Background: an optimization exercise with open tools, aiming at small area. Do not read the settings as production practice.
The RTL was checked by simulation tests, not by an equivalence proof against the original design.
No activity file was given, so power comes from the tool's default toggle rates.

Design KSmod_32_latency_5, start of the top module:
module KSmod_32_latency_5 (
  input         clk,
  input  [63:0] share0_in,
  input  [63:0] share1_in,
  input  [26:0] rand_bit_share0,
  input  [26:0] rand_bit_share1,
  output [31:0] o_share0,
  output [31:0] o_share1
);
Size: roughly 1,400 flip-flops, about 46,000 sq um of cells after synthesis.
==> flow/config.mk <==
export PLATFORM = sky130hd
export DESIGN_NAME = KSmod_32_latency_5
export DESIGN_NICKNAME = KSmod_32_latency_5
export VERILOG_FILES = /design/flow/design.v
export SDC_FILE = /design/flow/constraint.sdc
export NUM_CORES = 4
export LEC_CHECK = 0
export CAP_MARGIN = 20
export CORE_MARGIN = 2
export CORE_UTILIZATION = 65
export CTS_CLUSTER_DIAMETER = 60
export CTS_CLUSTER_SIZE = 30
export SLEW_MARGIN = 20
==> flow/constraint.sdc <==
create_clock -name core_clock -period 5.0 [get_ports {clk}]
set_input_delay 1.0000 -clock core_clock [delete_from_list [all_inputs] [get_ports {clk}]]
set_output_delay 1.0000 -clock core_clock [all_outputs]
set_load 0.01 [all_outputs]
standard.sh (not shown) runs the stock make flow with config.mk's settings and CLKGATE_MAP_FILE= SYNTH_SCRIPT=/design/flow/synth_recipe.tcl, a recipe that flattens the netlist after the stock synthesis.
==> flow/flow/run.sh <==
#!/bin/bash
set -euo pipefail
export BUFFER_PORTS_ARGS="-buffer_cell sky130_fd_sc_hd__buf_1"
bash standard.sh > standard.log 2>&1
The baseline produced a clean layout.
Change:
==> flow/run.sh (new file) <==
#!/bin/bash
# synth_recipe.tcl (not shown) runs the flow's synth.tcl, then flattens the netlist and writes it again
# the make line also repeats each setting of config.mk as NAME=value (left out here)
make -C /OpenROAD-flow-scripts/flow DESIGN_CONFIG=/design/flow/config.mk WORK_HOME=/design/flow/orfs CLKGATE_MAP_FILE= SYNTH_SCRIPT=/design/flow/synth_recipe.tcl finish
Settings changed: ABC_AREA from default to 1, CTS_CLUSTER_DIAMETER 60 to default, CTS_CLUSTER_SIZE 30 to default.
removed: flow/flow/run.sh
removed: flow/standard.sh
Result: Clock power is higher by 56%; synthesized cell count is higher by 39%; core utilization is higher by 5.1 points; register-to-register slack is worse by 0.11 ns; clock skew is lower by 0.0030 ns; sequential share of layout area is lower by 8.2 points; via count is higher by 39%; power is higher by 15%; setup slack is worse by 0.27 ns.

* * *

Starting RTL as in the previous note.
==> flow/config.mk <==
export PLATFORM = sky130hd
export DESIGN_NAME = KSmod_32_latency_5
export DESIGN_NICKNAME = KSmod_32_latency_5
export VERILOG_FILES = /design/flow/design.v
export SDC_FILE = /design/flow/constraint.sdc
export NUM_CORES = 4
export LEC_CHECK = 0
export CAP_MARGIN = 20
export CORE_MARGIN = 2
export CORE_UTILIZATION = 80
export CTS_CLUSTER_DIAMETER = 60
export CTS_CLUSTER_SIZE = 30
export SLEW_MARGIN = 20
==> flow/constraint.sdc <==
create_clock -name core_clock -period 5.0 [get_ports {clk}]
set_input_delay 1.0000 -clock core_clock [delete_from_list [all_inputs] [get_ports {clk}]]
set_output_delay 1.0000 -clock core_clock [all_outputs]
set_load 0.01 [all_outputs]
==> flow/flow/run.sh <==
#!/bin/bash
set -euo pipefail
export BUFFER_PORTS_ARGS="-buffer_cell sky130_fd_sc_hd__buf_1"
bash standard.sh > standard.log 2>&1
==> next run, changes <==
==> flow/run.sh (new file) <==
#!/bin/bash
# synth_recipe.tcl (not shown) runs the flow's synth.tcl, then flattens the netlist and writes it again
# the make line also repeats each setting of config.mk as NAME=value (left out here)
make -C /OpenROAD-flow-scripts/flow DESIGN_CONFIG=/design/flow/config.mk WORK_HOME=/design/flow/orfs CLKGATE_MAP_FILE= SYNTH_SCRIPT=/design/flow/synth_recipe.tcl finish
CORE_UTILIZATION = 65   (was 80)
CTS_CLUSTER_DIAMETER = unset   (was 60)
CTS_CLUSTER_SIZE = unset   (was 30)
removed: flow/flow/run.sh
removed: flow/standard.sh
- die area rose by 23%
- sequential power is about the same
- combinational power rose by about 6%
- sequential cell count is unchanged
- setup slack gets worse by 370 ps
- clock skew fell by 5.4 ps
- final area rose by 8.9%
- routed wire length rose by 1.9%
==> next run, changes <==
==> flow/flow/run.sh (new file) <==
#!/bin/bash
set -euo pipefail
export BUFFER_PORTS_ARGS="-buffer_cell sky130_fd_sc_hd__buf_1"
export CTS_ARGS="-sink_clustering_enable -repair_clock_nets -sink_clustering_size 30 -sink_clustering_max_diameter 60 -dont_use_dummy_load"
bash standard.sh > standard.log 2>&1
==> flow/standard.sh (new file) <==
#!/bin/bash
# synth_recipe.tcl (not shown) runs the flow's synth.tcl, then flattens the netlist and writes it again
# the make line also repeats each setting of config.mk as NAME=value (left out here)
make -C /OpenROAD-flow-scripts/flow DESIGN_CONFIG=/design/flow/config.mk WORK_HOME=/design/flow/orfs CLKGATE_MAP_FILE= SYNTH_SCRIPT=/design/flow/synth_recipe.tcl "${@:-finish}"
CORE_UTILIZATION = 80   (was 65)
CTS_CLUSTER_DIAMETER = 60   (was unset)
CTS_CLUSTER_SIZE = 30   (was unset)
removed: flow/run.sh
The new run finished clean.
Routed wire length drops by about 2.4%.
Via count is higher by about 0.4%.
Combinational power goes down by about 5%.
Sequential power stays flat.
Non-clock buffer count does not change.
Setup slack improved by 360 ps.
Final area goes down by about 9%.
Power goes down by 14%.
==> next run, changes <==
==> flow/run.sh (new file) <==
#!/bin/bash
# synth_recipe.tcl (not shown) runs the flow's synth.tcl, then flattens the netlist and writes it again
# the make line also repeats each setting of config.mk as NAME=value (left out here)
make -C /OpenROAD-flow-scripts/flow DESIGN_CONFIG=/design/flow/config.mk WORK_HOME=/design/flow/orfs CLKGATE_MAP_FILE= SYNTH_SCRIPT=/design/flow/synth_recipe.tcl finish
CORE_UTILIZATION = 65   (was 80)
removed: flow/flow/run.sh
removed: flow/standard.sh
After rerunning:
- design area goes up by a few percent
- worst setup slack loses 330 ps
- wire length stays flat
- synthesized area stays the same
- combinational power goes up by a few percent
- core utilization goes down by 13 points
- clock-buffer cell count goes up by 22
- total power goes up by a little under a tenth
- register-to-register slack is about the same
- worst hold slack loses 6.1 ps
- cell count goes up by a few percent

* * *

KSmod_32_latency_5, a different RTL version from the one above (not shown whole).
Size: ~1,300 flip-flops, ~250 I/O pins, roughly 42,000 sq um of cells after synthesis.
==> flow/config.mk <==
export PLATFORM = sky130hd
export DESIGN_NAME = KSmod_32_latency_5
export DESIGN_NICKNAME = KSmod_32_latency_5
export VERILOG_FILES = /design/flow/design.v
export SDC_FILE = /design/flow/constraint.sdc
export NUM_CORES = 4
export LEC_CHECK = 0
export CAP_MARGIN = 20
export CORE_MARGIN = 2
export CORE_UTILIZATION = 88
export CTS_CLUSTER_DIAMETER = 60
export CTS_CLUSTER_SIZE = 30
export SLEW_MARGIN = 20
==> flow/constraint.sdc <==
create_clock -name core_clock -period 5.0 [get_ports {clk}]
set_input_delay 1.0000 -clock core_clock [delete_from_list [all_inputs] [get_ports {clk}]]
set_output_delay 1.0000 -clock core_clock [all_outputs]
set_load 0.01 [all_outputs]
==> flow/flow/run.sh <==
#!/bin/bash
set -euo pipefail
export BUFFER_PORTS_ARGS="-buffer_cell sky130_fd_sc_hd__buf_1"
export CTS_ARGS="-sink_clustering_enable -repair_clock_nets -sink_clustering_size 30 -sink_clustering_max_diameter 60 -dont_use_dummy_load"
bash standard.sh > standard.log 2>&1
Next try:
==> flow/flow/run.sh (replaced) <==
#!/bin/bash
set -euo pipefail
export BUFFER_PORTS_ARGS="-buffer_cell sky130_fd_sc_hd__buf_1"
export CTS_ARGS="-sink_clustering_enable -repair_clock_nets -sink_clustering_size 40 -sink_clustering_max_diameter 50 -dont_use_dummy_load"
bash standard.sh > standard.log 2>&1
- ABC_CLOCK_PERIOD_IN_PS: not set -> 20000
- CORE_UTILIZATION: 88 -> 80
Effect:
- fmax rises by a few percent
- area after synthesis is unchanged
- clock skew rises by 23 ps
- wire length falls by roughly a tenth
- sequential cell count is unchanged
- die area rises by roughly a tenth
Next try:
==> flow/flow/run.sh (replaced) <==
#!/bin/bash
set -euo pipefail
export BUFFER_PORTS_ARGS="-buffer_cell sky130_fd_sc_hd__buf_1"
export CTS_ARGS="-sink_clustering_enable -repair_clock_nets -sink_clustering_size 30 -sink_clustering_max_diameter 60 -dont_use_dummy_load"
bash standard.sh > standard.log 2>&1
- ABC_CLOCK_PERIOD_IN_PS: 20000 -> not set
Critical path depth is unchanged.
Non-clock buffer count fell by 1.
Clock power fell by 16%.
Fmax fell by 0.76%.
Next try:
- CORE_UTILIZATION: 80 -> 85
- PLACE_DENSITY: not set -> 0.85
=>
- first-iteration DRC count grows by about 40%
- setup slack loses 43 ps
- power climbs by about 0.8%
- wire length rose by 6.0%
- hold slack is better by 3.6 ps
- sequential power is about the same

separate check: timing with driven ports:
In the flow no input, the clock included, has a driving cell. The finished layouts below were timed again as built, in two steps.
Step 1 (the two cells are an assumption about what drives the block):
set clk [get_ports {clk}]
set_driving_cell -lib_cell sky130_fd_sc_hd__clkbuf_16 $clk
set_driving_cell -lib_cell sky130_fd_sc_hd__buf_2 [delete_from_list [all_inputs] $clk]
Step 2 times the ports against the registers' clock, not the clock port: input delays grow and output delays shrink by t, the midpoint of the rising clock arrivals with the driver on.
a / b / c = ideal / step 1 / step 2; a / b = the first two.
| run | t (ns) | setup WS [ns] | worst setup path after step 2 | latest minus earliest clock arrival (ns) |
|---|---|---|---|---|
| the first run of note 1 | 0.698 | 1.780 / 1.713 / 2.411 | register to output | 0.039 / 0.039 |
| the second run of note 1 | 0.778 | 1.506 / 1.437 / 1.708 | input to output | 0.027 / 0.026 |
| the first run of note 2 | 0.720 | 1.679 / 1.616 / 2.337 | register to output | 0.030 / 0.029 |
| the second run of note 2 | 0.764 | 1.307 / 1.237 / 1.717 | input to output | 0.022 / 0.023 |
| the third run of note 2 | 0.709 | 1.667 / 1.602 / 2.311 | register to output | 0.043 / 0.044 |
| the fourth run of note 2 | 0.705 | 1.341 / 1.270 / 1.717 | input to output | 0.037 / 0.037 |
| the first run of note 3 | 0.701 | 1.652 / 1.589 / 2.289 | register to output | 0.043 / 0.043 |
| the second run of note 3 | 0.675 | 1.830 / 1.767 / 2.442 | register to output | 0.068 / 0.068 |
| the third run of note 3 | 0.680 | 1.806 / 1.743 / 2.423 | register to output | 0.062 / 0.062 |
| the fourth run of note 3 | 0.704 | 1.763 / 1.696 / 2.400 | register to output | 0.042 / 0.042 |
After both steps every run listed still meets setup and hold.
